Background: an optimization exercise with open tools, aiming at small area, a short achievable clock period and few clock cycles. Do not read the settings as production practice. Where RTL was checked, it was by simulation tests only, not by an equivalence proof against the original. Only the layout flow was run in runs 1 and 3 to 6; the RTL was not checked for function there. Power and IR drop assume default switching activity.

===== flow/flow/run.sh =====
#!/bin/bash
# The standard layout, with the port buffers made from small buffers
# (sky130_fd_sc_hd__buf_2) instead of the delay buffers buffer_ports picks.
set -euo pipefail
export BUFFER_PORTS_ARGS="-buffer_cell sky130_fd_sc_hd__buf_2"
export ADDER_MAP_FILE=
bash standard.sh > standard.log 2>&1

===== flow/standard.sh =====
#!/bin/bash
# synth_recipe.tcl (not shown) runs the flow's synth.tcl, then flattens the netlist and writes it again
# the make line also repeats each setting of config.mk as NAME=value (left out here)
make -C /OpenROAD-flow-scripts/flow DESIGN_CONFIG=/design/flow/config.mk WORK_HOME=/design/flow/orfs CLKGATE_MAP_FILE= SYNTH_SCRIPT=/design/flow/synth_recipe.tcl "${@:-finish}"

===== flow/config.mk =====
export PLATFORM = sky130hd
export DESIGN_NAME = ALU
export DESIGN_NICKNAME = ALU
export VERILOG_FILES = /design/flow/design.v
export SDC_FILE = /design/flow/constraint.sdc
export NUM_CORES = 4
export LEC_CHECK = 0
export ABC_AREA = 1
export CAP_MARGIN = 20
export CORE_MARGIN = 2
export CORE_UTILIZATION = 40
export SETUP_SLACK_MARGIN = 2.8
export SLEW_MARGIN = 20

===== flow/constraint.sdc =====
create_clock -name core_clock -period 5.0 [get_ports {clk}]
set_input_delay 1.0000 -clock core_clock [delete_from_list [all_inputs] [get_ports {clk}]]
set_output_delay 1.0000 -clock core_clock [all_outputs]
set_load 0.01 [all_outputs]

===== flow/design.v =====
module ALU(
    input wire clk,
    input wire rst_n,
    input wire [7:0] A,
    input wire [7:0] B,
    input wire start,
    input wire [2:0] opcode,
    output wire [15:0] result,
    output wire done
);
    reg [15:0] P;        
    reg        busy;     
    reg        done_r;
    reg [2:0]  cnt;
    wire mul  = opcode[2];
    wire zero = ~(|A) | ~(|B);
    wire ones = (&A) | (&B);
    wire [7:0] X = busy ? P[15:8] : B;
    wire [7:0] Y = A & {8{~busy | P[0]}};
    wire [7:0] g = X & Y, p = X ^ Y;
    wire [8:0] c;
    assign c[0] = 1'b0;
    genvar i;
    generate for (i = 0; i < 8; i = i + 1) begin : rc
        assign c[i+1] = g[i] | (p[i] & c[i]);
    end endgenerate
    wire [8:0] S = {c[8], p ^ c[7:0]};
    always @(posedge clk) begin
        if (busy)
            P <= {S, P[7:1]};
        else if (mul)
            P <= zero ? 16'h0000 :
                 ones ? {S[7:0], ~S[7:0]} :
                        {1'b0, A & {8{B[0]}}, B[7:1]};
        else case (opcode[1:0])
            2'b01:   P <= {7'h00, S};
            2'b10:   P <= {8'h00, X & Y};
            2'b11:   P <= {8'h00, X ^ Y};
            default: P <= 16'h0000;
        endcase
    end
    always @(posedge clk) begin
        if (~rst_n) begin
            busy   <= 1'b0;
            done_r <= 1'b0;
        end else begin
            busy   <= start;
            done_r <= start & (busy ? (mul & (cnt == 3'd6)) : (~mul | zero | ones));
        end
        cnt <= busy ? cnt + 3'd1 : 3'd0;
    end
    assign result = P;
    assign done   = done_r;
endmodule

==> results.txt, run 1 <==
STATUS
-------------------------------------------------------------------------------------------
Outcome                                                                        finished clean

FINISH
-------------------------------------------------------------------------------------------
Area occupied by multi-input gates                                              0.00120 mm2
Number of nets at the end of the flow                                                   323
Antenna Cells                                                                             0
Area Growth Syn to Fin                                                                41.5%
Number of filler cells placed in the layout                                             372
Sequential standard cell area                                                       422 um2
Final core utilization                                                                58.0%
Layout cells sized above 1                                                            42.7%

ROUTE
-------------------------------------------------------------------------------------------
Number of antenna-violating nets in the routed design                                     0
First-pass detailed-route iteration total                                                 4
Average via count per standard cell                                                    5.37
Number of design-rule violations left by the first detailed-router iteration            149
Via count of the routed design                                                         1878
DR WL/cell                                                                          15.6 um
Detailed Route WL                                                                   5.46 mm
Drc violations                                                                            0

GRT
-------------------------------------------------------------------------------------------
Global-route usage over all layers                                                    25.3%
Global-route wire length before repair                                              8.56 mm
Aggregate global routing overflow                                                         0
Number of antenna violations at the first check in global routing                         0
Pin count of the biggest net entering global routing                                     25
Number of global-route vias before repair                                              1832

YOSYS
-------------------------------------------------------------------------------------------
Synth top area cells                                                           dfxtp_1, nand2_1, inv_1
Number of flops mapped to enable cells by yosys                                           0
Average instance area after synthesis                                              6.70 um2
Top cell type's share of synthesized area                                             25.8%
Top FF cell, synth                                                                  dfxtp_1
Leading cell types by count after synthesis                                    nand2_1, inv_1, nor2_1, dfxtp_1, a21oi_1
Sequential share of the synthesized area                                              25.8%
Area leader, netlist                                                                dfxtp_1
Warnings, synthesis                                                                       1
Cell variety after synth                                                                 35
Most frequent cell after synthesis                                                  nand2_1
Area of the mapped netlist                                                      0.00163 mm2
Async set-reset flop share out of synthesis                                              0%
Number of cells produced by synthesis                                                   243
Flip-flop and latch count after synthesis                                                21
Syn_nets                                                                                265

TIMING
-------------------------------------------------------------------------------------------
Hold violation count in the final report                                                  0
Final setup violating endpoints                                                           0
Setup total negative slack                                                             0 ns
Setup WS post-layout                                                                2.61 ns
Worst-case headroom to the max-slew limit                                             74.4%
Worst clock skew                                                                 0.00710 ns
Number of max-slew violations in the final report                                         0
Least-Margin Pin Slew                                                              0.383 ns
Fmax                                                                              0.419 GHz
Min Tclk post-route                                                                 2.39 ns
Share of the cycle needed by the critical path after routing                          47.8%
Setup repair after global routing missed its margin                                     yes

FLOW RUN
-------------------------------------------------------------------------------------------
Total of max-cap violations                                                               0

POWER AND IR DROP
-------------------------------------------------------------------------------------------
Switching power total                                                            0.000213 W
Pwr/cell area                                                                    236 mW/mm2
Overall Power                                                                    0.000544 W
Reg power frac                                                                        36.1%
Proportion of power drawn by the clock network                                        22.6%
Reported leakage power                                                              1.10 nW
VDD IR-drop max                                                                    0.116 mV
Logic pwr share                                                                       41.3%
Switching share of power                                                              39.1%
Design internal power                                                            0.000332 W

CLOCK TREE
-------------------------------------------------------------------------------------------
Clock Sinks                                                                              21
CTS H-tree depth                                                                          1
Clock slew at reported path FFs                                                     0.08 ns
CTS Buf Count                                                                             3
Worst-Skew Late Latency                                                             0.28 ns
Hold-fix buffer count after cts                                                           0
Clk root buf                                                                       clkbuf_8
TritonCTS clock tree                                                                    yes
Clock Tree Buf Depth                                                                      2

WORST SETUP PATH
-------------------------------------------------------------------------------------------
WS Path Type                                                                   input pin to flop
CP Data Arrival Time                                                                2.56 ns
Required @ worst endpoint                                                           5.17 ns
CP delay by family, top                                                        simple AND/OR/NAND/NOR gates
Category of the worst setup path capture point                                         flop
Critical-path top delay cell                                                        a21oi_4
Critical path buffer and inverter count                                                   2
Worst Setup Start Kind                                                            input pin
CP Cell Sequence                                                               buf_8, inv_6, a21oi_4, nor2_4, o21ai_2, nand2_2, nand2_2, nand2_4, nand2_4, nand2_4, nand2_4, nand2_4, nand2_4, nand2_4, nand3_4, nand3_2, a21oi_2, a21oi_2
CP most frequent cell                                                               nand2_4
Biggest cell delay along the critical path                                          0.16 ns
Max FO, Critical Path                                                                     4

FLOORPLAN
-------------------------------------------------------------------------------------------
Effective utilization at floorplan                                                    41.0%
Number of ports placed on the die boundary                                               39
Die outline width                                                                   67.8 um
Die boundary height                                                                 67.8 um
Num rows                                                                                 23
DIE AREA                                                                        0.00460 mm2
CORE AREA                                                                       0.00397 mm2

WORST HOLD PATH
-------------------------------------------------------------------------------------------
Path category of the worst min-delay check                                     flop to flop

PLACEMENT
-------------------------------------------------------------------------------------------
# port buffers                                                                           38
Post-Place Worst Slack                                                              2.17 ns
Global placer's final weighted congestion                                             0.890
Post-detail-place hpwl                                                              3.63 mm

==> placed cells by master, fill, tap and decap left out, drive strengths merged, types with 5 or more instances in the layout <==
cell type	n
nand2	61
buf	60
inv	32
nor2	28
a21oi	22
dfxtp	21
o21ai	17
nand3	12
o22ai	9
xor2	8
nor4	6
o221ai	5
==> routing by layer <==
metal / routed length [um] / global-route usage, % / vias up
met4: 86 / 11.3 / 0
li1: - / - / 938
met2: 2630 / 41.2 / 85
met1: 2310 / 32.3 / 846
met5: 0 / 0 / -
met3: 434 / 4.93 / 9
==> final timing paths <==
kind	startpoint	end	slack (ns)	cells past startpoint
max	A[1]	P[7]$_DFF_P_	2.61	18
min	cnt[0]$_SDFF_PN0_	cnt[0]$_SDFF_PN0_	0.47	1
max reg2reg	busy$_SDFF_PN0_	P[7]$_DFF_P_	2.67	18
min reg2reg	cnt[0]$_SDFF_PN0_	cnt[0]$_SDFF_PN0_	0.47	1
==> final cells by class <==
cell class	instances	share of cell area [%]
multi-input combinational	180	52.3
sequential	21	18.3
timing repair buffer	60	18.1
inverter	35	6.57
tap	50	2.71
clock buffer	3	1.79
clock inverter	1	0.217
==> cells by family (layout without fill, tap and decap cells) <==
| group | after synthesis | count (layout) | share of synthesized area, % |
|---|---|---|---|
| DFF | 21 | 21 | 25.8 |
| xor gates and xnor gates | 8 | 8 | 5.68 |
| and+or+nand+nor | 111 | 111 | 34.3 |
| AOI/OAI and AO/OA | 61 | 61 | 24.0 |
| buffers and inverters | 42 | 99 | 10.3 |
==> worst register-to-register path, cell delays in order (launching register included) <==
cell     delay (ns)
dfxtp_2        0.47
buf_8          0.26
nand2_1        0.13
nand2_4        0.09
nor2_4         0.04
o21ai_2        0.16
nand2_2        0.10
nand2_2        0.09
nand2_4        0.05
nand2_4        0.06
nand2_4        0.06
nand2_4        0.06
nand2_4        0.06
nand2_4        0.07
nand2_4        0.07
nand3_4        0.09
nand3_2        0.10
a21oi_2        0.16
a21oi_2        0.07
==> registers in the layout, summed over array words and instances, names as in the netlist <==
| register | cells |
|---|---|
| busy | 1 |
| cnt | 3 |
| P | 16 |
| done_r | 1 |
==> metrics by stage <==
step           instance area, um2  hold slack [ns]  std cells
4_1_cts                      2140            0.472        344
6_report                     2300            0.469        350
3_3_place_gp                 1860            0.442        325
3_5_place_dp                 1860            0.451        325
5_1_grt                      2300            0.505        350
2_1_floorplan                1650            0.426        243
==> power by group through the flow <==
| stage | registers, W | logic (W) | clock network [W] |
|---|---|---|---|
| 6_report | 0.000197 | 0.000225 | 0.000123 |
| 5_1_grt | 0.000199 | 0.000245 | 0.000132 |
| 4_1_cts | 0.000197 | 0.000200 | 0.000123 |
| 3_5_place_dp | 0.000200 | 0.000174 | 0 |
| 3_3_place_gp | 0.000200 | 0.000176 | 0 |
| 2_1_floorplan | 0.000207 | 0.000117 | 0 |
==> repair_timing <==
action | in CTS | in global routing
gates resized for setup | 32 | 32
gates cloned | 0 | 0
endpoints found under the setup margin | 17 | 17
pin swaps | 15 | 19
hold endpoints to repair | 0 | 0
setup buffers | 15 | 6
==> run 2, diff against run 1 <==
--- a/flow/design.v
+++ b/flow/design.v
@@ -18,12 +18,5 @@
     wire [7:0] X = busy ? P[15:8] : B;
     wire [7:0] Y = A & {8{~busy | P[0]}};
-    wire [7:0] g = X & Y, p = X ^ Y;
-    wire [8:0] c;
-    assign c[0] = 1'b0;
-    genvar i;
-    generate for (i = 0; i < 8; i = i + 1) begin : rc
-        assign c[i+1] = g[i] | (p[i] & c[i]);
-    end endgenerate
-    wire [8:0] S = {c[8], p ^ c[7:0]};
+    wire [8:0] S = {1'b0, X} + {1'b0, Y};
     always @(posedge clk) begin
         if (busy)
--- a/flow/config.mk
+++ b/flow/config.mk
@@ -7,7 +7,7 @@
 export LEC_CHECK = 0
 export ABC_AREA = 1
-export CAP_MARGIN = 20
+export CAP_MARGIN = 0
 export CORE_MARGIN = 2
 export CORE_UTILIZATION = 40
-export SETUP_SLACK_MARGIN = 2.8
-export SLEW_MARGIN = 20
+export SETUP_SLACK_MARGIN = 2.75
+export SLEW_MARGIN = 0
==> results.txt, run 2 <==
YOSYS
-------------------------------------------------------------------------------------------
Most frequent cell after synthesis                                                  nand2_1
Number of cells produced by synthesis                                                   315   +30%
Syn_nets                                                                                337   +27%
Warnings, synthesis                                                                       1   unchanged
Async set-reset flop share out of synthesis                                              0%   unchanged
Flip-flop and latch count after synthesis                                                21   unchanged
Top FF cell, synth                                                                  dfxtp_1
Sequential share of the synthesized area                                              22.6%   -3.2 points
Top cell type's share of synthesized area                                             22.6%   -3.2 points
Number of flops mapped to enable cells by yosys                                           0   unchanged
Synth top area cells                                                           dfxtp_1, nand2_1, inv_1
Area leader, netlist                                                                dfxtp_1
Area of the mapped netlist                                                      0.00186 mm2   +14%
Cell variety after synth                                                                 32   -8.6%
Leading cell types by count after synthesis                                    nand2_1, inv_1, nor2_1, dfxtp_1, o21ai_0
Average instance area after synthesis                                              5.90 um2   -12%

TIMING
-------------------------------------------------------------------------------------------
Setup repair after global routing missed its margin                                     yes
Fmax                                                                              0.465 GHz   +11%
Setup total negative slack                                                             0 ns   unchanged
Worst clock skew                                                                 0.00509 ns   -0.00201 ns
Min Tclk post-route                                                                 2.15 ns   -0.240 ns
Least-Margin Pin Slew                                                              0.462 ns   +0.0790 ns
Worst-case headroom to the max-slew limit                                             69.1%   -5.3 points
Number of max-slew violations in the final report                                         0   unchanged
Share of the cycle needed by the critical path after routing                          43.0%   -4.8 points
Final setup violating endpoints                                                           0   unchanged
Hold violation count in the final report                                                  0   unchanged

ROUTE
-------------------------------------------------------------------------------------------
Via count of the routed design                                                         2107   +12%
Detailed Route WL                                                                   5.62 mm   +2.9%
First-pass detailed-route iteration total                                                 4   unchanged
Average via count per standard cell                                                    5.22   -2.8%
Number of antenna-violating nets in the routed design                                     0   unchanged
Drc violations                                                                            0   unchanged
DR WL/cell                                                                          13.9 um   -11%
Number of design-rule violations left by the first detailed-router iteration            124   -17%

WORST SETUP PATH
-------------------------------------------------------------------------------------------
Count of cells along the worst register-to-register path                                 14   -4
Max FO, Critical Path                                                                     4   unchanged
Setup slack, reg-to-reg                                                             2.94 ns   +0.27 ns
Reg-to-reg critical path startpoint                                            busy$_SDFF_PN0_
Worst Setup Start Kind                                                            input pin
Required @ worst endpoint                                                           5.17 ns   about the same
WS Path Type                                                                   input pin to flop
CP Data Arrival Time                                                                2.32 ns   -0.24 ns
Reg2Reg Capture Point                                                          P[7]$_DFF_P_
Category of the worst setup path capture point                                         flop

PLACEMENT
-------------------------------------------------------------------------------------------
Post-detail-place hpwl                                                              4.16 mm   +15%
Placed instance area                                                            0.00206 mm2   +11%
Global placer's final weighted congestion                                             0.891   about the same
# port buffers                                                                           38   unchanged

GRT
-------------------------------------------------------------------------------------------
Number of antenna violations at the first check in global routing                         0   unchanged
Number of global-route vias before repair                                              1908   +4.1%
Pin count of the biggest net entering global routing                                     37   +48%
Aggregate global routing overflow                                                         0   unchanged
Global-route usage over all layers                                                    21.8%   -3.4 points
Global-route wire length before repair                                              8.87 mm   +3.6%

FINISH
-------------------------------------------------------------------------------------------
Flip-flop count of the largest register, all copies and words added                      16   unchanged
Final core utilization                                                                49.3%   -8.7 points
Largest regs                                                                   P: 16 flops, cnt: 3 flops
Sequential standard cell area                                                       420 um2   -0.30%
Register name with the most flops                                                         P
Number of filler cells placed in the layout                                             500   +34%
Layout cells sized above 1                                                            28.4%   -14 points
Area Growth Syn to Fin                                                                17.1%
Area of all placed cells without fillers                                        0.00218 mm2   -5.6%
Leading cell type in the layout, fill and taps excluded                             nand2_1
Area occupied by multi-input gates                                              0.00125 mm2   +3.4%
Antenna Cells                                                                             0   unchanged
Number of nets at the end of the flow                                                   375   +16%
Commonest cells after routing, fill and taps aside                             nand2_1, buf_2, inv_1, nor2_1, dfxtp_1

FLOORPLAN
-------------------------------------------------------------------------------------------
Die boundary height                                                                 72.2 um   +6.4%
Effective utilization at floorplan                                                    42.1%   +1.1 points
CORE AREA                                                                       0.00441 mm2   +11%
Num rows                                                                                 24   +4.3%
Number of ports placed on the die boundary                                               39   unchanged
DIE AREA                                                                        0.00521 mm2   +13%
Die outline width                                                                   72.2 um   +6.4%

CLOCK TREE
-------------------------------------------------------------------------------------------
Clock slew at reported path FFs                                                     0.09 ns   about the same
Clock Sinks                                                                              21   unchanged
TritonCTS clock tree                                                                    yes
CTS H-tree depth                                                                          1   unchanged
CTS Buf Count                                                                             3   unchanged
Clock Tree Buf Depth                                                                      2   unchanged
Worst-Skew Late Latency                                                             0.28 ns   about the same
Clk root buf                                                                       clkbuf_8

POWER AND IR DROP
-------------------------------------------------------------------------------------------
Pwr/cell area                                                                    239 mW/mm2   +1.2%
VDD IR-drop max                                                                    0.133 mV   +14%
Overall Power                                                                    0.000520 W   -4.5%
Reported leakage power                                                              1.14 nW   +3.5%

WORST HOLD PATH
-------------------------------------------------------------------------------------------
Worst hold path depth                                                                     1   unchanged
Path category of the worst min-delay check                                     flop to flop
HP Start                                                                       cnt[0]$_SDFF_PN0_
End of the worst hold path                                                     cnt[0]$_SDFF_PN0_

STATUS
-------------------------------------------------------------------------------------------
Outcome                                                                        finished clean

FLOW RUN
-------------------------------------------------------------------------------------------
Total of max-cap violations                                                               0   unchanged

## run 2: cell count changes in the layout (fill, tap and decap cells not counted), moves of 5 or more
| cell | delta |
|---|---|
| buf_4 | -18 |
| nor2_2 | +5 |
| nand2_2 | +10 |
| nand2_4 | -10 |
| inv_1 | +13 |
| buf_2 | +5 |
| nand3_1 | +6 |
| o21ai_0 | +6 |
| nand2_1 | +51 |
| o21ai_2 | +5 |
## run 2: worst max-delay path by stage
stage / from / end / slack (ns)
floorplan: B[4] / P[5]$_DFF_P_ / 2.84
global route: B[0] / P[14]$_DFF_P_ / 2.74
global placement: B[4] / P[8]$_DFF_P_ / 2.34
detailed placement: B[4] / P[8]$_DFF_P_ / 2.24
CTS: B[0] / P[6]$_DFF_P_ / 2.77
finish: B[2] / P[7]$_DFF_P_ / 2.85
## run 2: report_power, final
group	switching [W]	internal, W	leakage, nW
Combinational	0.000130	0.0000706	0.935
Sequential	0.0000106	0.000184	0.175
Clock	0.0000679	0.0000559	0.0255
## run 2: what timing repair did
item | in CTS | in global routing
resized for setup | 4 | 22
setup endpoints to repair | 13 | 13
hold endpoints to repair | 0 | 0
buffers inserted | 0 | 1
hold buffers | 0 | 0
pin swaps | 0 | 6
## run 2: logic make-up after synthesis
family,Yosys count,share of synthesized area (%)
AOI/OAI and AO/OA,62,20.0
xor gates and xnor gates,5,2.36
buffers and inverters,55,13.1
DFF,21,22.6
and+or+nand+nor,172,42.0
## run 2: critical path, cell delays in order
cell and delay [ns]:
buf_2 0.09, inv_1 0.09, o21ai_2 0.14, nand2_2 0.09
nand2_2 0.11, inv_2 0.05, nand2_2 0.08, nand2_4 0.07
nand2_1 0.12, nand2_1 0.08, nand2_2 0.08, nand3_1 0.10
a21oi_1 0.15, a21oi_1 0.07
## run 2: cell type report
cell class	instances	share of cell area, %
clock buffer	3	1.90
clock inverter	1	0.230
inverter	48	8.51
multi-input combinational	239	57.3
sequential	21	19.3
tap	52	2.99
timing repair buffer	40	9.78
## run 2: per-layer routing
metal  track usage, %  part of all wire [%]  vias up
met3             2.64                   6.0        9
met2             34.1                    45       64
li1                 -                     -     1100
met1             31.0                    47      934
met5                0                     0        -
met4             7.34                   1.8        0
## run 2: stage by stage
step	worst slack [ns]	cells	hold slack, ns
floorplan	2.84	315	0.427
global placement	2.34	399	0.440
detailed placement	2.24	399	0.447
CTS	2.77	403	0.472
global route	2.74	404	0.506
finish	2.85	404	0.467
Testbench counts of run 2, summed over its fixed seeds: cycles 16,520.
==> run 3, diff against run 2 <==
--- a/flow/design.v
+++ b/flow/design.v
@@ -10,7 +10,7 @@
 );
     reg [15:0] P;        
-    reg        busy;     
+    reg [2:0]  st;       
     reg        done_r;
-    reg [2:0]  cnt;
+    wire busy = ~&st;
     wire mul  = opcode[2];
     wire zero = ~(|A) | ~(|B);
@@ -34,12 +34,12 @@
     end
     always @(posedge clk) begin
-        if (~rst_n) begin
-            busy   <= 1'b0;
+        if (~rst_n | ~start)
+            st <= 3'd7;
+        else
+            st <= st + 3'd1;
+        if (~rst_n)
             done_r <= 1'b0;
-        end else begin
-            busy   <= start;
-            done_r <= start & (busy ? (mul & (cnt == 3'd6)) : (~mul | zero | ones));
-        end
-        cnt <= busy ? cnt + 3'd1 : 3'd0;
+        else
+            done_r <= start & (busy ? (st == 3'd6) : (~mul | zero | ones));
     end
     assign result = P;
--- a/flow/config.mk
+++ b/flow/config.mk
@@ -7,7 +7,7 @@
 export LEC_CHECK = 0
 export ABC_AREA = 1
-export CAP_MARGIN = 0
+export CAP_MARGIN = 20
 export CORE_MARGIN = 2
 export CORE_UTILIZATION = 40
-export SETUP_SLACK_MARGIN = 2.75
-export SLEW_MARGIN = 0
+export SETUP_SLACK_MARGIN = 2.6
+export SLEW_MARGIN = 20
==> results.txt, run 3 <==
STATUS
-------------------------------------------------------------------------------------------
Outcome                                                                        finished clean

WORST SETUP PATH
-------------------------------------------------------------------------------------------
Count of cells along the worst register-to-register path                                 15   +1
Max FO, Critical Path                                                                     8   +4
WS Path Type                                                                   input pin to flop
Required @ worst endpoint                                                           5.22 ns   +0.05 ns
Reg2Reg Capture Point                                                          P[7]$_DFF_P_
Worst Setup Start Kind                                                            input pin
Category of the worst setup path capture point                                         flop
Setup slack, reg-to-reg                                                             2.84 ns   -0.10 ns
CP Data Arrival Time                                                                2.60 ns   +0.28 ns
Reg-to-reg critical path startpoint                                            st[0]$_SDFF_PP1_

YOSYS
-------------------------------------------------------------------------------------------
Sequential share of the synthesized area                                              22.2%   -0.40 points
Number of flops mapped to enable cells by yosys                                           0   unchanged
Number of cells produced by synthesis                                                   321   +1.9%
Warnings, synthesis                                                                       1   unchanged
Cell variety after synth                                                                 29   -9.4%
Flip-flop and latch count after synthesis                                                20   -4.8%
Area of the mapped netlist                                                      0.00180 mm2   -3.0%
Top FF cell, synth                                                                  dfxtp_1
Top cell type's share of synthesized area                                             23.3%   +0.71 points
Leading cell types by count after synthesis                                    nand2_1, inv_1, nor2_1, nand3_1
Area leader, netlist                                                                nand2_1
Average instance area after synthesis                                              5.61 um2   -4.8%
Synth top area cells                                                           nand2_1, dfxtp_1, inv_1
Async set-reset flop share out of synthesis                                              0%   unchanged
Most frequent cell after synthesis                                                  nand2_1
Syn_nets                                                                                343   +1.8%

FINISH
-------------------------------------------------------------------------------------------
Layout cells sized above 1                                                            23.7%   -4.7 points
Area Growth Syn to Fin                                                                25.3%
Antenna Cells                                                                             0   unchanged
Number of filler cells placed in the layout                                             457   -8.6%
Sequential standard cell area                                                       404 um2   -3.9%
Register name with the most flops                                                         P
Commonest cells after routing, fill and taps aside                             nand2_1, inv_1, buf_2, nor2_1, nand3_1
Number of nets at the end of the flow                                                   394   +5.1%
Leading cell type in the layout, fill and taps excluded                             nand2_1
Flip-flop count of the largest register, all copies and words added                      16   unchanged
Area occupied by multi-input gates                                              0.00124 mm2   -0.80%
Largest regs                                                                   P: 16 flops, st: 3 flops, done_r: 1 flops

ROUTE
-------------------------------------------------------------------------------------------
Average via count per standard cell                                                    5.30   +1.7%
Number of design-rule violations left by the first detailed-router iteration            131   +5.6%
Number of antenna-violating nets in the routed design                                     0   unchanged
Via count of the routed design                                                         2244   +6.5%
Drc violations                                                                            0   unchanged
Detailed Route WL                                                                   6.10 mm   +8.6%
First-pass detailed-route iteration total                                                 4   unchanged
DR WL/cell                                                                          14.4 um   +3.7%

CLOCK TREE
-------------------------------------------------------------------------------------------
Clock Tree Buf Depth                                                                      2   unchanged
Clock Sinks                                                                              20   -4.8%
Clock slew at reported path FFs                                                     0.09 ns   about the same
Worst-Skew Late Latency                                                             0.27 ns   about the same
TritonCTS clock tree                                                                    yes
Clk root buf                                                                       clkbuf_8
Hold-fix buffer count after cts                                                           0   unchanged
CTS H-tree depth                                                                          1   unchanged
CTS Buf Count                                                                             3   unchanged

TIMING
-------------------------------------------------------------------------------------------
Min Tclk post-route                                                                 2.39 ns   +0.237 ns
Setup total negative slack                                                             0 ns   unchanged
Final setup violating endpoints                                                           0   unchanged
Hold violation count in the final report                                                  0   unchanged
Fmax                                                                              0.419 GHz   -9.9%
Least-Margin Pin Slew                                                              0.595 ns   +0.133 ns
Worst-case headroom to the max-slew limit                                             60.2%   -8.9 points
Share of the cycle needed by the critical path after routing                          47.7%   +4.7 points
Setup repair after global routing missed its margin                                     yes
Number of max-slew violations in the final report                                         0   unchanged
Worst clock skew                                                                 0.00541 ns   +0.000324 ns

PLACEMENT
-------------------------------------------------------------------------------------------
# port buffers                                                                           38   unchanged
Global placer's final weighted congestion                                             0.888   -0.27%
Post-detail-place hpwl                                                              4.36 mm   +4.8%

WORST HOLD PATH
-------------------------------------------------------------------------------------------
Worst hold path depth                                                                     2   +1
Path category of the worst min-delay check                                     flop to flop
HP Start                                                                       P[7]$_DFF_P_
End of the worst hold path                                                     P[6]$_DFF_P_

GRT
-------------------------------------------------------------------------------------------
Global-route usage over all layers                                                    24.8%   +3.0 points
Global-route wire length before repair                                              10.0 mm   +13%
Pin count of the biggest net entering global routing                                     19   -49%
Aggregate global routing overflow                                                         0   unchanged
Number of antenna violations at the first check in global routing                         0   unchanged
Number of global-route vias before repair                                              2123   +11%

FLOORPLAN
-------------------------------------------------------------------------------------------
Effective utilization at floorplan                                                    41.4%   -0.71 points
DIE AREA                                                                        0.00506 mm2   -2.9%
Die boundary height                                                                 71.1 um   -1.4%
Num rows                                                                                 24   unchanged
Die outline width                                                                   71.1 um   -1.4%
CORE AREA                                                                       0.00435 mm2   -1.4%
Number of ports placed on the die boundary                                               39   unchanged

POWER AND IR DROP
-------------------------------------------------------------------------------------------
VDD IR-drop max                                                                    0.194 mV   +46%
Reported leakage power                                                              1.24 nW   +9.4%
Overall Power                                                                    0.000742 W   +43%
Pwr/cell area                                                                    328 mW/mm2   +37%

FLOW RUN
-------------------------------------------------------------------------------------------
Total of max-cap violations                                                               0   unchanged

==> run 3: cell types whose count changed in the layout (fill, tap and decap cells not counted), sizes merged, moves of 3 or more <==
| cell | change |
|---|---|
| buf | +9 |
| or2 | +4 |
| xor2 | -3 |
| a2bb2oi | +3 |
| o211ai | -3 |
| nand4 | +3 |
| nand2 | +11 |
| nor2 | -10 |
| a31oi | -3 |
| o21ai | -3 |
| nand3 | +8 |
==> run 3: report_power, final <==
part           total [W]  internal, W  switching [W]  leakage, nW
Combinational   0.000351     0.000128       0.000223         1.04
Clock           0.000174     0.000107      0.0000673       0.0357
Sequential      0.000216     0.000192      0.0000236        0.166
Total           0.000742     0.000427       0.000314         1.24
==> run 3: per-layer routing <==
metal / GRT usage (%) / wire length, um / vias to the layer above
met2: 38.7 / 2760 / 84
li1: - / - / 1144
met5: 0 / 0 / -
met1: 34.6 / 2780 / 1002
met3: 3.42 / 407 / 14
met4: 9.85 / 163 / 0
==> run 3: worst max path at each step <==
stage / endpoint / cells after the start / slack, ns / from
after global placement: P[2]$_DFF_P_ / 9 / 2.22 / A[2]
after CTS: P[2]$_DFF_P_ / 9 / 2.62 / B[2]
after detailed placement: P[2]$_DFF_P_ / 9 / 2.20 / A[3]
final: P[6]$_DFF_P_ / 12 / 2.61 / B[2]
after global routing: P[7]$_DFF_P_ / 14 / 2.53 / B[2]
after floorplan: P[6]$_DFF_P_ / 14 / 2.76 / B[5]
==> run 3: logic make-up after synthesis <==
family	after synthesis	synth area share (%)
and+or+nand+nor	187	46.0
xor gates and xnor gates	1	0.486
buffers and inverters	55	11.9
DFF	20	22.2
AOI/OAI and AO/OA	58	19.3
==> run 3: cell type report <==
class	instances	share of cell area (%)
clock buffer	3	1.83
tap	52	2.88
sequential	20	17.9
clock inverter	1	1.33
inverter	50	8.48
timing repair buffer	49	12.6
timing repair inverter	1	0.222
multi-input combinational	247	54.7
==> run 3: what timing repair did <==
action                     CTS  global route
setup endpoints to repair   10            16
resized for setup            2            14
pin swaps                    2             1
cloned                       1             1
buffers inserted             7             4
==> run 3: critical path: stages <==
cell and delay (ns):
buf_2 0.14, inv_1 0.10, nor4_2 0.29, nand2_1 0.15, nand2_4 0.17, clkinvlp_4 0.15, buf_4 0.16, a21oi_1 0.18
nand2_1 0.09, nand2_1 0.08, nand2_1 0.05, nand2_1 0.05
==> run 3: through the flow <==
step	util (%)	instances	area [um2]	setup WS (ns)	hold WS (ns)
after global placement	46.6	406	2030	2.22	0.449
after floorplan	-	321	1800	2.76	0.447
after global routing	51.9	423	2260	2.53	0.494
after detailed placement	46.6	406	2030	2.20	0.450
after CTS	50.2	418	2180	2.62	0.468
final	51.9	423	2260	2.61	0.463
==> run 4, diff against run 3 <==
--- a/flow/config.mk
+++ b/flow/config.mk
@@ -10,4 +10,4 @@
 export CORE_MARGIN = 2
 export CORE_UTILIZATION = 40
-export SETUP_SLACK_MARGIN = 2.6
+export SETUP_SLACK_MARGIN = 2.75
 export SLEW_MARGIN = 20
==> results.txt, run 4 <==
GRT
-------------------------------------------------------------------------------------------
Number of global-route vias before repair                                              2205   +3.9%
Pin count of the biggest net entering global routing                                     19   unchanged
Number of antenna violations at the first check in global routing                         0   unchanged
Global-route usage over all layers                                                    25.6%   +0.77 points
Aggregate global routing overflow                                                         0   unchanged
Global-route wire length before repair                                              10.3 mm   +3.2%

FINISH
-------------------------------------------------------------------------------------------
Largest regs                                                                   P: 16 flops, st: 3 flops, done_r: 1 flops
Number of filler cells placed in the layout                                             435   -4.8%
Layout cells sized above 1                                                            32.9%   +9.2 points
Area occupied by multi-input gates                                              0.00136 mm2   +9.9%
Leading cell type in the layout, fill and taps excluded                             nand2_1
Area Growth Syn to Fin                                                                35.8%
Number of nets at the end of the flow                                                   400   +1.5%
Sequential standard cell area                                                       412 um2   +1.9%
Commonest cells after routing, fill and taps aside                             nand2_1, inv_1, buf_2, nand2_2
Register name with the most flops                                                         P
Flip-flop count of the largest register, all copies and words added                      16   unchanged
Antenna Cells                                                                             0   unchanged

TIMING
-------------------------------------------------------------------------------------------
Min Tclk post-route                                                                 2.27 ns   -0.114 ns
Fmax                                                                              0.440 GHz   +5.0%
Hold violation count in the final report                                                  0   unchanged
Worst clock skew                                                                 0.00440 ns   -0.00101 ns
Setup total negative slack                                                             0 ns   unchanged
Least-Margin Pin Slew                                                              0.592 ns   -0.00297 ns
Worst-case headroom to the max-slew limit                                             60.4%   +0.20 points
Final setup violating endpoints                                                           0   unchanged
Setup repair after global routing missed its margin                                     yes
Share of the cycle needed by the critical path after routing                          45.5%   -2.3 points
Setup WS post-layout                                                                2.73 ns   +0.114 ns
Number of max-slew violations in the final report                                         0   unchanged

POWER AND IR DROP
-------------------------------------------------------------------------------------------
VDD IR-drop max                                                                    0.194 mV   +0.11%
Pwr/cell area                                                                    319 mW/mm2   -2.9%
Reported leakage power                                                              1.29 nW   +4.2%

ROUTE
-------------------------------------------------------------------------------------------
First-pass detailed-route iteration total                                                 5   +1
DR WL/cell                                                                          14.8 um   +2.3%
Number of design-rule violations left by the first detailed-router iteration            134   +2.3%
Average via count per standard cell                                                    5.33   +0.49%
Detailed Route WL                                                                   6.33 mm   +3.7%
Via count of the routed design                                                         2287   +1.9%
Number of antenna-violating nets in the routed design                                     0   unchanged
Drc violations                                                                            0   unchanged

YOSYS
-------------------------------------------------------------------------------------------
Area of the mapped netlist                                                      0.00180 mm2   unchanged
Async set-reset flop share out of synthesis                                              0%   unchanged
Number of cells produced by synthesis                                                   321   unchanged
Cell variety after synth                                                                 29   unchanged
Leading cell types by count after synthesis                                    nand2_1, inv_1, nor2_1, nand3_1
Post-synthesis compound-gate area fraction                                            19.3%   unchanged
Top FF cell, synth                                                                  dfxtp_1
Simple-gate area share of the yosys netlist                                           46.0%   unchanged
Number of flops mapped to enable cells by yosys                                           0   unchanged
Top cell type's share of synthesized area                                             23.3%   unchanged
Adder-cell share of the synthesized area                                                 0%   unchanged
Flip-flop and latch count after synthesis                                                20   unchanged
Synth top area cells                                                           nand2_1, dfxtp_1, inv_1
Fraction of synthesized area in multiplexers                                             0%   unchanged
Warnings, synthesis                                                                       1   unchanged
Average instance area after synthesis                                              5.61 um2   unchanged
Sequential share of the synthesized area                                              22.2%   unchanged
XOR/XNOR share of the synthesized area                                               0.486%   unchanged
Most frequent cell after synthesis                                                  nand2_1
Main combinational cell family by area after synthesis                         simple AND/OR/NAND/NOR gates
Syn_nets                                                                                343   unchanged
Area leader, netlist                                                                nand2_1

CLOCK TREE
-------------------------------------------------------------------------------------------
Clk root buf                                                                       clkbuf_8
TritonCTS clock tree                                                                    yes
CTS H-tree depth                                                                          1   unchanged
Clock Tree Buf Depth                                                                      2   unchanged
Clock slew at reported path FFs                                                     0.09 ns   about the same
Worst-Skew Late Latency                                                             0.27 ns   about the same
CTS Buf Count                                                                             3   unchanged
Clock Sinks                                                                              20   unchanged

WORST SETUP PATH
-------------------------------------------------------------------------------------------
Reg-to-reg critical path startpoint                                            st[1]$_SDFF_PP1_
Worst Setup Start Kind                                                            input pin
CP Data Arrival Time                                                                2.49 ns   -0.11 ns
Count of cells along the worst register-to-register path                                 12   -3
Setup slack, reg-to-reg                                                             2.90 ns   +0.06 ns
Category of the worst setup path capture point                                         flop
Max FO, Critical Path                                                                     6   -2
Required @ worst endpoint                                                           5.22 ns   about the same
Launching element of the worst setup path                                              A[0]
WS Path Type                                                                   input pin to flop

FLOORPLAN
-------------------------------------------------------------------------------------------
Die boundary height                                                                 71.1 um   unchanged
DIE AREA                                                                        0.00506 mm2   unchanged
Num rows                                                                                 24   unchanged
Die outline width                                                                   71.1 um   unchanged
CORE AREA                                                                       0.00435 mm2   unchanged
Number of ports placed on the die boundary                                               39   unchanged
Effective utilization at floorplan                                                    41.4%   unchanged

PLACEMENT
-------------------------------------------------------------------------------------------
Global placer's final weighted congestion                                             0.888   unchanged
Post-detail-place hpwl                                                              4.36 mm   unchanged
# port buffers                                                                           38   unchanged
Post-Place Worst Slack                                                              2.20 ns   unchanged

WORST HOLD PATH
-------------------------------------------------------------------------------------------
Worst hold path depth                                                                     2   unchanged
Path category of the worst min-delay check                                     flop to flop
HP Start                                                                       P[7]$_DFF_P_

STATUS
-------------------------------------------------------------------------------------------
Outcome                                                                        finished clean

FLOW RUN
-------------------------------------------------------------------------------------------
Total of max-cap violations                                                               0   unchanged

-- run 4: changes by cell type in the layout (fill, tap and decap cells not counted), moves of 3 or more --
cell     previous run  this run
nand2_2            11        23
o21ai_0            13         9
nand3_1            22        18
dfxtp_2             3         0
dfxtp_4             0         3
nand3_2             2         5
inv_1              48        44
nor2_2              0         5
inv_2               1         4
buf_4              10        17
nand2_1           110        98
nor2_1             23        18
-- run 4: cell families (layout without fill, tap and decap cells) --
kind of cell | Yosys count | in the layout
AOI/OAI and AO/OA | 58 | 58
xor gates and xnor gates | 1 | 1
buffers and inverters | 55 | 110
DFF | 20 | 20
and+or+nand+nor | 187 | 188
-- run 4: per-stage QoR --
stage               power [W]  instance area [um2]  cells  hold slack (ns)  utilization [%]
finish               0.000780                 2450    429            0.464             56.2
global route         0.000834                 2450    429            0.495             56.2
CTS                  0.000734                 2250    423            0.468             51.8
detailed placement   0.000543                 2030    406            0.450             46.6
global placement     0.000545                 2030    406            0.449             46.6
floorplan            0.000449                 1800    321            0.447                -
-- run 4: repair_timing --
action / 4_1_cts / 5_1_grt
gates cloned: 1 / 0
resized for setup: 14 / 47
hold buffers: 0 / 0
pin swaps: 5 / 15
setup buffers: 12 / 6
endpoints found under the setup margin: 16 / 15
-- run 4: path summary, 6_finish.rpt --
check | end
worst min register to register | P[6]$_DFF_P_
worst max-delay path | P[6]$_DFF_P_
worst min-delay path | P[6]$_DFF_P_
worst max register to register | P[7]$_DFF_P_
-- run 4: where the power goes --
group / leakage, nW / switching, W / internal, W
registers: 0.167 / 0.0000246 / 0.000191
logic: 1.09 / 0.000243 / 0.000147
clock network: 0.0357 / 0.0000672 / 0.000107
total: 1.29 / 0.000335 / 0.000445
-- run 4: cell type report --
| cell class | instances | share of cell area, % |
|---|---|---|
| clock buffer | 3 | 1.69 |
| inverter | 50 | 7.92 |
| multi-input combinational | 247 | 55.5 |
| tap | 52 | 2.66 |
| clock inverter | 1 | 1.23 |
| timing repair buffer | 56 | 14.2 |
| sequential | 20 | 16.8 |
-- run 4: worst max-delay path: stages --
cell	delay, ns
buf_2	0.11
inv_1	0.08
nor4_4	0.33
nand2_2	0.12
nand2_4	0.11
clkinvlp_4	0.14
buf_4	0.17
a21oi_1	0.16
nand2_1	0.09
nand2_1	0.08
nand2_1	0.05
nand2_1	0.05
-- run 4: metal layers --
| layer | share of wire, % | GRT usage [%] | wire length, um |
|---|---|---|---|
| met5 | 0 | 0 | 0 |
| met4 | 2.4 | 10.1 | 153 |
| met3 | 6.2 | 3.42 | 394 |
| met2 | 46 | 40.5 | 2940 |
| met1 | 45 | 35.3 | 2840 |
==> run 5, diff against run 4 <==
--- a/flow/design.v
+++ b/flow/design.v
@@ -10,7 +10,7 @@
 );
     reg [15:0] P;        
-    reg [2:0]  st;       
+    reg        busy;     
     reg        done_r;
-    wire busy = ~&st;
+    reg [2:0]  cnt;
     wire mul  = opcode[2];
     wire zero = ~(|A) | ~(|B);
@@ -18,5 +18,20 @@
     wire [7:0] X = busy ? P[15:8] : B;
     wire [7:0] Y = A & {8{~busy | P[0]}};
-    wire [8:0] S = {1'b0, X} + {1'b0, Y};
+    wire [7:0] g = X & Y, p = X ^ Y;
+    wire [7:0] G1, P1, G2, P2, G3;
+    genvar i;
+    generate for (i = 0; i < 8; i = i + 1) begin : l1
+        if (i % 2 == 1) begin assign G1[i] = g[i] | (p[i] & g[i-1]); assign P1[i] = p[i] & p[i-1]; end
+        else begin assign G1[i] = g[i]; assign P1[i] = p[i]; end
+    end endgenerate
+    generate for (i = 0; i < 8; i = i + 1) begin : l2
+        if (i % 4 >= 2) begin assign G2[i] = G1[i] | (P1[i] & G1[(i/4)*4+1]); assign P2[i] = P1[i] & P1[(i/4)*4+1]; end
+        else begin assign G2[i] = G1[i]; assign P2[i] = P1[i]; end
+    end endgenerate
+    generate for (i = 0; i < 8; i = i + 1) begin : l3
+        if (i >= 4) begin assign G3[i] = G2[i] | (P2[i] & G2[3]); end
+        else begin assign G3[i] = G2[i]; end
+    end endgenerate
+    wire [8:0] S = {G3[7], p ^ {G3[6:0], 1'b0}};
     always @(posedge clk) begin
         if (busy)
@@ -34,12 +49,12 @@
     end
     always @(posedge clk) begin
-        if (~rst_n | ~start)
-            st <= 3'd7;
-        else
-            st <= st + 3'd1;
-        if (~rst_n)
+        if (~rst_n) begin
+            busy   <= 1'b0;
             done_r <= 1'b0;
-        else
-            done_r <= start & (busy ? (st == 3'd6) : (~mul | zero | ones));
+        end else begin
+            busy   <= start;
+            done_r <= start & (busy ? (mul & (cnt == 3'd6)) : (~mul | zero | ones));
+        end
+        cnt <= busy ? cnt + 3'd1 : 3'd0;
     end
     assign result = P;
--- a/flow/config.mk
+++ b/flow/config.mk
@@ -10,4 +10,4 @@
 export CORE_MARGIN = 2
 export CORE_UTILIZATION = 40
-export SETUP_SLACK_MARGIN = 2.75
+export SETUP_SLACK_MARGIN = 2.8
 export SLEW_MARGIN = 20
==> results.txt, run 5 <==
FLOORPLAN
-------------------------------------------------------------------------------------------
Die boundary height                                                                 69.4 um   -2.4%
Effective utilization at floorplan                                                    42.2%   +0.83 points
Die outline width                                                                   69.4 um   -2.4%
Number of ports placed on the die boundary                                               39   unchanged
CORE AREA                                                                       0.00406 mm2   -6.8%
Num rows                                                                                 23   -4.2%
DIE AREA                                                                        0.00482 mm2   -4.7%

TIMING
-------------------------------------------------------------------------------------------
Setup total negative slack                                                             0 ns   unchanged
Least-Margin Pin Slew                                                              0.492 ns   -0.100 ns
Hold violation count in the final report                                                  0   unchanged
Worst clock skew                                                                  0.0110 ns   +0.00657 ns
Fmax                                                                              0.450 GHz   +2.4%
Final setup violating endpoints                                                           0   unchanged
Min Tclk post-route                                                                 2.22 ns   -0.0528 ns
Worst-case headroom to the max-slew limit                                             67.2%   +6.8 points
Share of the cycle needed by the critical path after routing                          44.4%   -1.1 points
Setup repair after global routing missed its margin                                     yes
Number of max-slew violations in the final report                                         0   unchanged

YOSYS
-------------------------------------------------------------------------------------------
Number of flops mapped to enable cells by yosys                                           0   unchanged
Sequential share of the synthesized area                                              24.5%   +2.3 points
Area leader, netlist                                                                dfxtp_1
Cell variety after synth                                                                 32   +10%
Syn_nets                                                                                306   -11%
Synth top area cells                                                           dfxtp_1, nand2_1, inv_1
Number of cells produced by synthesis                                                   284   -12%
Most frequent cell after synthesis                                                  nand2_1
Top cell type's share of synthesized area                                             24.5%   +1.2 points
Leading cell types by count after synthesis                                    nand2_1, inv_1, nor2_1, a21oi_1, dfxtp_1
Average instance area after synthesis                                              6.03 um2   +7.5%
Async set-reset flop share out of synthesis                                              0%   unchanged
Top FF cell, synth                                                                  dfxtp_1
Flip-flop and latch count after synthesis                                                21   +5.0%
Warnings, synthesis                                                                       1   unchanged
Area of the mapped netlist                                                      0.00171 mm2   -4.9%

CLOCK TREE
-------------------------------------------------------------------------------------------
Clock slew at reported path FFs                                                     0.09 ns   about the same
Clock Tree Buf Depth                                                                      2   unchanged
CTS H-tree depth                                                                          1   unchanged
CTS Buf Count                                                                             3   unchanged
Clock Sinks                                                                              21   +5.0%
Hold-fix buffer count after cts                                                           0   unchanged
Worst-Skew Late Latency                                                             0.27 ns   about the same
TritonCTS clock tree                                                                    yes
Clk root buf                                                                       clkbuf_8

FINISH
-------------------------------------------------------------------------------------------
Register name with the most flops                                                         P
Leading cell type in the layout, fill and taps excluded                             nand2_1
Area of all placed cells without fillers                                        0.00242 mm2   -0.97%
Antenna Cells                                                                             0   unchanged
Number of nets at the end of the flow                                                   362   -9.5%
Commonest cells after routing, fill and taps aside                             nand2_1, buf_2, inv_1, nor2_1
Number of filler cells placed in the layout                                             381   -12%
Layout cells sized above 1                                                            40.7%   +7.8 points
Area Growth Syn to Fin                                                                41.5%
Flip-flop count of the largest register, all copies and words added                      16   unchanged
Largest regs                                                                   P: 16 flops, cnt: 3 flops

GRT
-------------------------------------------------------------------------------------------
Number of global-route vias before repair                                              1784   -19%
Global-route usage over all layers                                                    22.4%   -3.2 points
Global-route wire length before repair                                              8.70 mm   -16%
Pin count of the biggest net entering global routing                                     23   +4
Met1 Use GR                                                                           30.8%   -4.5 points
Number of antenna violations at the first check in global routing                         0   unchanged
Global routing usage on met2                                                          37.3%   -3.2 points
Aggregate global routing overflow                                                         0   unchanged
Busiest metal layer after global routing                                               met2
Met3 Resource Use GR                                                                  2.33%   -1.1 points

PLACEMENT
-------------------------------------------------------------------------------------------
Placed instance area                                                            0.00191 mm2   -5.9%
# port buffers                                                                           38   unchanged
Post-detail-place hpwl                                                              4.13 mm   -5.3%
Global placer's final weighted congestion                                             0.990   +11%

WORST SETUP PATH
-------------------------------------------------------------------------------------------
Required @ worst endpoint                                                           5.16 ns   -0.06 ns
WS Path Type                                                                   input pin to flop
Worst Setup Start Kind                                                            input pin
Setup slack, reg-to-reg                                                             3.00 ns   +0.10 ns
Count of cells along the worst register-to-register path                                 15   +3
Category of the worst setup path capture point                                         flop
Critical-path top delay cell                                                        a21oi_4
Reg2Reg Capture Point                                                          P[6]$_DFF_P_
CP Cell Sequence                                                               buf_2, inv_2, a21oi_4, nor2_4, o21ai_4, nand2_1, nand2_1, xor2_2, nor2_1, o21ai_1, a21oi_1
Critical path buffer and inverter count                                                   2   -2
Biggest cell delay along the critical path                                          0.21 ns   -0.12 ns
CP delay by family, top                                                        compound AO/OA/AOI/OAI gates
CP Data Arrival Time                                                                2.38 ns   -0.11 ns
Max FO, Critical Path                                                                     3   -3
Launching element of the worst setup path                                              A[1]
CP most frequent cell                                                               nand2_1
Reg-to-reg critical path startpoint                                            busy$_SDFF_PN0_

ROUTE
-------------------------------------------------------------------------------------------
Average via count per standard cell                                                    5.48   +2.8%
Via count of the routed design                                                         2131   -6.8%
Number of antenna-violating nets in the routed design                                     0   unchanged
Drc violations                                                                            0   unchanged
First-pass detailed-route iteration total                                                 4   -1
Number of design-rule violations left by the first detailed-router iteration            165   +23%
Detailed Route WL                                                                   5.97 mm   -5.7%
DR WL/cell                                                                          15.3 um   +4.0%

POWER AND IR DROP
-------------------------------------------------------------------------------------------
VDD IR-drop max                                                                   0.0915 mV   -53%
Reported leakage power                                                              1.15 nW   -11%
Pwr/cell area                                                                    225 mW/mm2   -29%

WORST HOLD PATH
-------------------------------------------------------------------------------------------
Path category of the worst min-delay check                                     flop to flop
Worst hold path depth                                                                     1   -1
End of the worst hold path                                                     cnt[0]$_SDFF_PN0_
HP Start                                                                       cnt[0]$_SDFF_PN0_

FLOW RUN
-------------------------------------------------------------------------------------------
Total of max-cap violations                                                               0   unchanged

STATUS
-------------------------------------------------------------------------------------------
Outcome                                                                        finished clean

## run 5: changes by cell type after synthesis, sizes merged, moves of 7 or more
cell   previous run  this run
inv              50        39
nor2             24        31
nand2           123        83
nand4             8         0
## run 5: area by class of cell
type	instances	area, um2	area share [%]
clock inverter	1	5.00	0.207
inverter	39	165	6.81
multi-input combinational	217	1350	55.8
sequential	21	424	17.5
clock buffer	3	41.3	1.70
timing repair buffer	58	374	15.4
tap	50	62.6	2.58
## run 5: cells by family (layout without fill, tap and decap cells)
kind of cell / after synthesis / in the layout / synth area share, %
simple gates: 146 / 146 / 38.2
compound gates: 67 / 67 / 22.9
buf+inv: 46 / 101 / 12.3
flops: 21 / 21 / 24.5
xor+xnor: 4 / 4 / 2.05
## run 5: worst max path at each step
stage | end | slack, ns | cells past startpoint
2_1_floorplan | P[7]$_DFF_P_ | 2.81 | 12
3_3_place_gp | P[8]$_DFF_P_ | 2.30 | 10
3_5_place_dp | P[11]$_DFF_P_ | 2.20 | 10
4_1_cts | P[5]$_DFF_P_ | 2.77 | 15
5_1_grt | P[14]$_DFF_P_ | 2.73 | 14
6_report | P[3]$_DFF_P_ | 2.78 | 11
## run 5: routing by layer
metal	wire length, um	vias to the layer above
li1	-	1047
met1	2540	967
met2	2890	104
met3	412	13
met4	124	0
met5	0	-
## run 5: stage by stage
step	instances	hold slack, ns	worst slack (ns)	utilization, %	power, W
3_3_place_gp	366	0.441	2.30	47.1	0.000373
5_1_grt	389	0.508	2.73	59.7	0.000579
4_1_cts	370	0.473	2.77	49.6	0.000492
6_report	389	0.469	2.78	59.7	0.000546
3_5_place_dp	366	0.455	2.20	47.1	0.000373
2_1_floorplan	284	0.427	2.81	-	0.000321
## run 5: power breakdown
part | internal (W) | switching [W]
combinational | 0.0000892 | 0.000144
clock | 0.0000557 | 0.0000616
sequential | 0.000184 | 0.0000110
total | 0.000329 | 0.000217
## run 5: what timing repair did
item | 4_1_cts | 5_1_grt
pin swaps | 0 | 29
setup endpoints to repair | 16 | 13
gates resized for setup | 17 | 70
cloned | 0 | 0
buffers inserted | 0 | 19
==> run 6, diff against run 5 <==
==> flow/design.v (replaced) <==
module ALU(
    input wire clk,
    input wire rst_n,
    input wire [7:0] A,
    input wire [7:0] B,
    input wire start,
    input wire [2:0] opcode,
    output wire [15:0] result,
    output wire done
);
    reg [15:0] P;        
    reg        busy;     
    reg        done_r;
    reg [2:0]  cnt;
    wire mul  = opcode[2];
    wire zero = ~(|A) | ~(|B);
    wire ones = (&A) | (&B);
    wire [7:0] X = busy ? P[15:8] : B;
    wire [7:0] Y = A & {8{~busy | P[0]}};
    wire [8:0] S = {1'b0, X} + {1'b0, Y};
    wire [7:0] p = X ^ Y;
    wire [7:0] c = S[7:0] ^ p;               
    wire m_ones = mul & ~zero & ones;
    wire m_gen  = mul & ~zero & ~ones;
    wire is_and = ~mul & (opcode[1:0] == 2'b10);
    wire use_c  = ~mul & opcode[0] & ~opcode[1] | m_ones;
    wire [7:0] lo = is_and ? (X & Y) : ((p ^ (c & {8{use_c}})) ^ {8{m_ones}});
    wire [7:0] hi = m_ones ? S[7:0] : {7'h00, S[8] & ~mul & opcode[0] & ~opcode[1]};
    always @(posedge clk) begin
        if (busy)
            P <= {S, P[7:1]};
        else if (m_gen)
            P <= {1'b0, A & {8{B[0]}}, B[7:1]};
        else if (mul & zero)
            P <= 16'h0000;
        else
            P <= {hi, lo};
    end
    always @(posedge clk) begin
        if (~rst_n) begin
            busy   <= 1'b0;
            done_r <= 1'b0;
        end else begin
            busy   <= start;
            done_r <= start & (busy ? (mul & (cnt == 3'd6)) : (~mul | zero | ones));
        end
        cnt <= busy ? cnt + 3'd1 : 3'd0;
    end
    assign result = P;
    assign done   = done_r;
endmodule
==> results.txt, run 6 <==
STATUS
-------------------------------------------------------------------------------------------
Outcome                                                                        finished clean

WORST SETUP PATH
-------------------------------------------------------------------------------------------
CP Data Arrival Time                                                                2.40 ns   +0.02 ns
Critical path buffer and inverter count                                                   3   +1
Critical-path top delay cell                                                       o211ai_1
CP delay by family, top                                                        simple AND/OR/NAND/NOR gates
Setup crit end                                                                 P[4]$_DFF_P_
Count of cells along the worst register-to-register path                                 15   unchanged
CP Cell Sequence                                                               buf_12, inv_12, nand2_4, nand2_4, nand2_2, inv_2, nor2_4, nand2_2, nand2_4, nand2_4, o211ai_1, nand3_1, nand3b_1, nand2_1, nand2_1, nand2_1
Reg-to-reg critical path startpoint                                            busy$_SDFF_PN0_
Reg2Reg Capture Point                                                          P[4]$_DFF_P_
Cell count along the critical path                                                       16   +5
CP most frequent cell                                                               nand2_4
Setup slack, reg-to-reg                                                             2.91 ns   -0.09 ns
Biggest cell delay along the critical path                                          0.21 ns   about the same
Launching element of the worst setup path                                              B[1]
Max FO, Critical Path                                                                     4   +1
WS Path Type                                                                   input pin to flop
Worst Setup Start Kind                                                            input pin
Required @ worst endpoint                                                           5.16 ns   about the same
Category of the worst setup path capture point                                         flop

GRT
-------------------------------------------------------------------------------------------
Pin count of the biggest net entering global routing                                     26   +13%
Number of global-route vias before repair                                              2164   +21%
Global-route wire length before repair                                              10.2 mm   +17%
Aggregate global routing overflow                                                         0   unchanged
Global-route usage over all layers                                                    24.5%   +2.1 points
Number of antenna violations at the first check in global routing                         0   unchanged

YOSYS
-------------------------------------------------------------------------------------------
Synth top area cells                                                           nand2_1, dfxtp_1, inv_1
Top FF cell, synth                                                                  dfxtp_1
Number of cells produced by synthesis                                                   334   +18%
Area of the mapped netlist                                                      0.00192 mm2   +12%
Sequential share of the synthesized area                                              21.8%   -2.7 points
Cell variety after synth                                                                 34   +6.3%
Flip-flop and latch count after synthesis                                                21   unchanged
Average instance area after synthesis                                              5.76 um2   -4.5%
Number of flops mapped to enable cells by yosys                                           0   unchanged
Async set-reset flop share out of synthesis                                              0%   unchanged
Area leader, netlist                                                                nand2_1
Most frequent cell after synthesis                                                  nand2_1
Leading cell types by count after synthesis                                    nand2_1, inv_1, nand3_1, dfxtp_1, nor2_1
Top cell type's share of synthesized area                                             23.4%   -1.1 points
Syn_nets                                                                                356   +16%
Warnings, synthesis                                                                       1   unchanged

CLOCK TREE
-------------------------------------------------------------------------------------------
Clock slew at reported path FFs                                                     0.09 ns   about the same
Worst-Skew Late Latency                                                             0.27 ns   about the same
CTS H-tree depth                                                                          1   unchanged
CTS Buf Count                                                                             3   unchanged
TritonCTS clock tree                                                                    yes
Hold-fix buffer count after cts                                                           0   unchanged
Clk root buf                                                                       clkbuf_8
Clock Sinks                                                                              21   unchanged
Clock Tree Buf Depth                                                                      2   unchanged

POWER AND IR DROP
-------------------------------------------------------------------------------------------
VDD IR-drop max                                                                    0.107 mV   +17%
Reported leakage power                                                              1.40 nW   +22%
Design internal power                                                            0.000349 W   +5.9%
Logic pwr share                                                                       47.2%   +4.5 points
Proportion of power drawn by the clock network                                        19.9%   -1.6 points
Pwr/cell area                                                                    217 mW/mm2   -3.5%
Reg power frac                                                                        32.9%   -2.9 points
Switching power total                                                            0.000247 W   +14%
Switching share of power                                                              41.4%   +1.8 points

FINISH
-------------------------------------------------------------------------------------------
Area Growth Syn to Fin                                                                42.5%
Leading cell type in the layout, fill and taps excluded                             nand2_1
Layout cells sized above 1                                                            42.3%   +1.6 points
Sequential standard cell area                                                       424 um2   unchanged
Register name with the most flops                                                         P
Area occupied by multi-input gates                                              0.00154 mm2   +14%
Largest regs                                                                   P: 16 flops, cnt: 3 flops
Flip-flop count of the largest register, all copies and words added                      16   unchanged
Area of all placed cells without fillers                                        0.00274 mm2   +13%
Number of nets at the end of the flow                                                   418   +15%
Commonest cells after routing, fill and taps aside                             nand2_1, inv_1, nand2_2, nand3_1, buf_2
Number of filler cells placed in the layout                                             485   +27%
Antenna Cells                                                                             0   unchanged
Final Instance Count excl. Fillers                                                      449   +15%

FLOORPLAN
-------------------------------------------------------------------------------------------
DIE AREA                                                                        0.00538 mm2   +12%
CORE AREA                                                                       0.00469 mm2   +16%
Number of ports placed on the die boundary                                               39   unchanged
Die boundary height                                                                 73.4 um   +5.6%
Die outline width                                                                   73.4 um   +5.6%
Num rows                                                                                 25   +8.7%
Effective utilization at floorplan                                                    41.0%   -1.2 points

TIMING
-------------------------------------------------------------------------------------------
Number of max-slew violations in the final report                                         0   unchanged
Setup repair after global routing missed its margin                                     yes
Final setup violating endpoints                                                           0   unchanged
Min Tclk post-route                                                                 2.24 ns   +0.0187 ns
Worst clock skew                                                                  0.0126 ns   +0.00162 ns
Hold violation count in the final report                                                  0   unchanged
Setup total negative slack                                                             0 ns   unchanged
Fmax                                                                              0.447 GHz   -0.83%
Least-Margin Pin Slew                                                              0.519 ns   +0.0269 ns
Share of the cycle needed by the critical path after routing                          44.8%   +0.37 points
Worst hold-check slack                                                             0.471 ns   +0.00240 ns
Worst-case headroom to the max-slew limit                                             65.3%   -1.9 points

PLACEMENT
-------------------------------------------------------------------------------------------
Post-detail-place hpwl                                                              4.89 mm   +19%
Number of cells in the design after placement                                           421   +15%
Global placer's final weighted congestion                                             0.974   -1.6%
Placed instance area                                                            0.00218 mm2   +14%
# port buffers                                                                           38   unchanged

FLOW RUN
-------------------------------------------------------------------------------------------
Total of max-cap violations                                                               0   unchanged

WORST HOLD PATH
-------------------------------------------------------------------------------------------
Path category of the worst min-delay check                                     flop to flop

ROUTE
-------------------------------------------------------------------------------------------
Via count of the routed design                                                         2441   +15%
Detailed Route WL                                                                   6.78 mm   +14%
Number of antenna-violating nets in the routed design                                     0   unchanged
DR WL/cell                                                                          15.1 um   -1.6%
Drc violations                                                                            0   unchanged
Average via count per standard cell                                                    5.44   -0.76%
First-pass detailed-route iteration total                                                 7   +3
Number of design-rule violations left by the first detailed-router iteration            214   +30%

==> run 6: cell types whose count changed in the layout (fill, tap and decap cells not counted), moves of 8 or more <==
| cell | previous run | this run |
|---|---|---|
| inv_1 | 28 | 37 |
| nor2_1 | 21 | 11 |
| buf_4 | 20 | 28 |
| nand2_1 | 57 | 88 |
| o21ai_0 | 13 | 2 |
| nand3_1 | 13 | 32 |
| nand2_2 | 16 | 33 |
==> run 6: metal layers <==
layer	part of all wire [%]	wire length, um	up-vias	GRT usage [%]
li1	-	-	1194	-
met1	41	2810	1112	32.7
met3	6.4	436	24	2.47
met5	0	0	-	0
met2	48	3240	111	39.2
met4	4.3	294	0	12.5
==> run 6: worst min-delay path by stage <==
stage / startpoint / end / slack, ns / cells after the start
floorplan: cnt[0]$_SDFF_PN0_ / cnt[0]$_SDFF_PN0_ / 0.43 / 1
global placement: cnt[0]$_SDFF_PN0_ / cnt[0]$_SDFF_PN0_ / 0.44 / 1
detailed placement: cnt[0]$_SDFF_PN0_ / cnt[0]$_SDFF_PN0_ / 0.45 / 1
CTS: cnt[0]$_SDFF_PN0_ / cnt[0]$_SDFF_PN0_ / 0.47 / 1
global route: cnt[0]$_SDFF_PN0_ / cnt[0]$_SDFF_PN0_ / 0.48 / 1
finish: cnt[0]$_SDFF_PN0_ / cnt[0]$_SDFF_PN0_ / 0.47 / 1
==> run 6: worst register-to-register path, stage by stage, from the launching register on <==
cell and delay [ns]:
dfxtp_4 0.40, buf_4 0.16, nand2_4 0.14, nand2_2 0.10, nand2_2 0.09, inv_2 0.04, nor2_4 0.15, nand2_2 0.09
nand2_4 0.08, nand2_4 0.06, o211ai_1 0.21, nand3_1 0.13, nand3b_1 0.12, nand2_1 0.09, nand2_1 0.08, nand2_1 0.05
==> run 6: timing repair <==
item / in CTS / in global routing
setup endpoints to repair: 16 / 14
pin swaps: 14 / 54
setup buffers: 10 / 14
gates resized for setup: 25 / 79
==> run 6: cell families (layout without fill, tap and decap cells) <==
family	Yosys count	count (layout)	synth area share (%)
simple gates	209	209	48.4
buf+inv	59	120	13.6
compound gates	44	44	15.7
flops	21	21	21.8
xor+xnor	1	1	0.455
==> run 6: final cells by class <==
class,count,area share [%]
inverters,53,8.44
clock inverters,1,0.183
multi-input cells,254,56.3
clock buffers,3,1.51
repair buffers,63,15.7
well taps,54,2.46
flip-flops and latches,21,15.5
==> run 6: power groups by stage <==
stage | Clock [W] | Combinational [W] | Sequential (W)
2_1_floorplan | 0 | 0.000142 | 0.000206
6_report | 0.000119 | 0.000281 | 0.000196
3_3_place_gp | 0 | 0.000209 | 0.000200
5_1_grt | 0.000129 | 0.000307 | 0.000198
3_5_place_dp | 0 | 0.000208 | 0.000201
4_1_cts | 0.000122 | 0.000229 | 0.000197
==> run 6: through the flow <==
stage          util [%]  total power, W  worst slack [ns]
2_1_floorplan         -        0.000348              2.77
3_3_place_gp       46.4        0.000409              2.26
6_report           58.4        0.000596              2.76
3_5_place_dp       46.4        0.000409              2.28
5_1_grt            58.4        0.000634              2.71
4_1_cts            50.7        0.000548              2.77

re-timing with driven ports:
The results above use ideal ports. As a check the final layouts listed here were re-extracted and re-timed, cells and wires unchanged. Step 1 sets driving cells, clkbuf_16 on the clock port and buf_2 on the other inputs (assumed; they add their load-dependent delay and slew). Step 2, shift: input delay + t, output delay - t, t = (earliest + latest rising clock arrival at the registers) / 2. This alone moves slack from input paths to output paths. Three values: ideal, step 1, step 2; two values: the first two.
| run | t (ns) | slack for setup (ns) | worst data-port slew with drivers (ns) |
|---|---|---|---|
| run 1 | 0.298 | 2.611 / 2.586 / 2.288 | 0.06 |
| run 2 | 0.298 | 2.851 / 2.854 / 2.556 | 0.03 |
| run 3 | 0.295 | 2.614 / 2.621 / 2.325 | 0.03 |
| run 4 | 0.294 | 2.727 / 2.730 / 2.436 | 0.04 |
| run 5 | 0.293 | 2.780 / 2.785 / 2.492 | 0.05 |
| run 6 | 0.293 | 2.762 / 2.721 / 2.428 | 0.07 |
After both steps setup and hold are still met in every run listed. For run 6, which loses most, drivers alone change the setup slack by -0.041 ns; drivers and shift together by -0.334 ns.
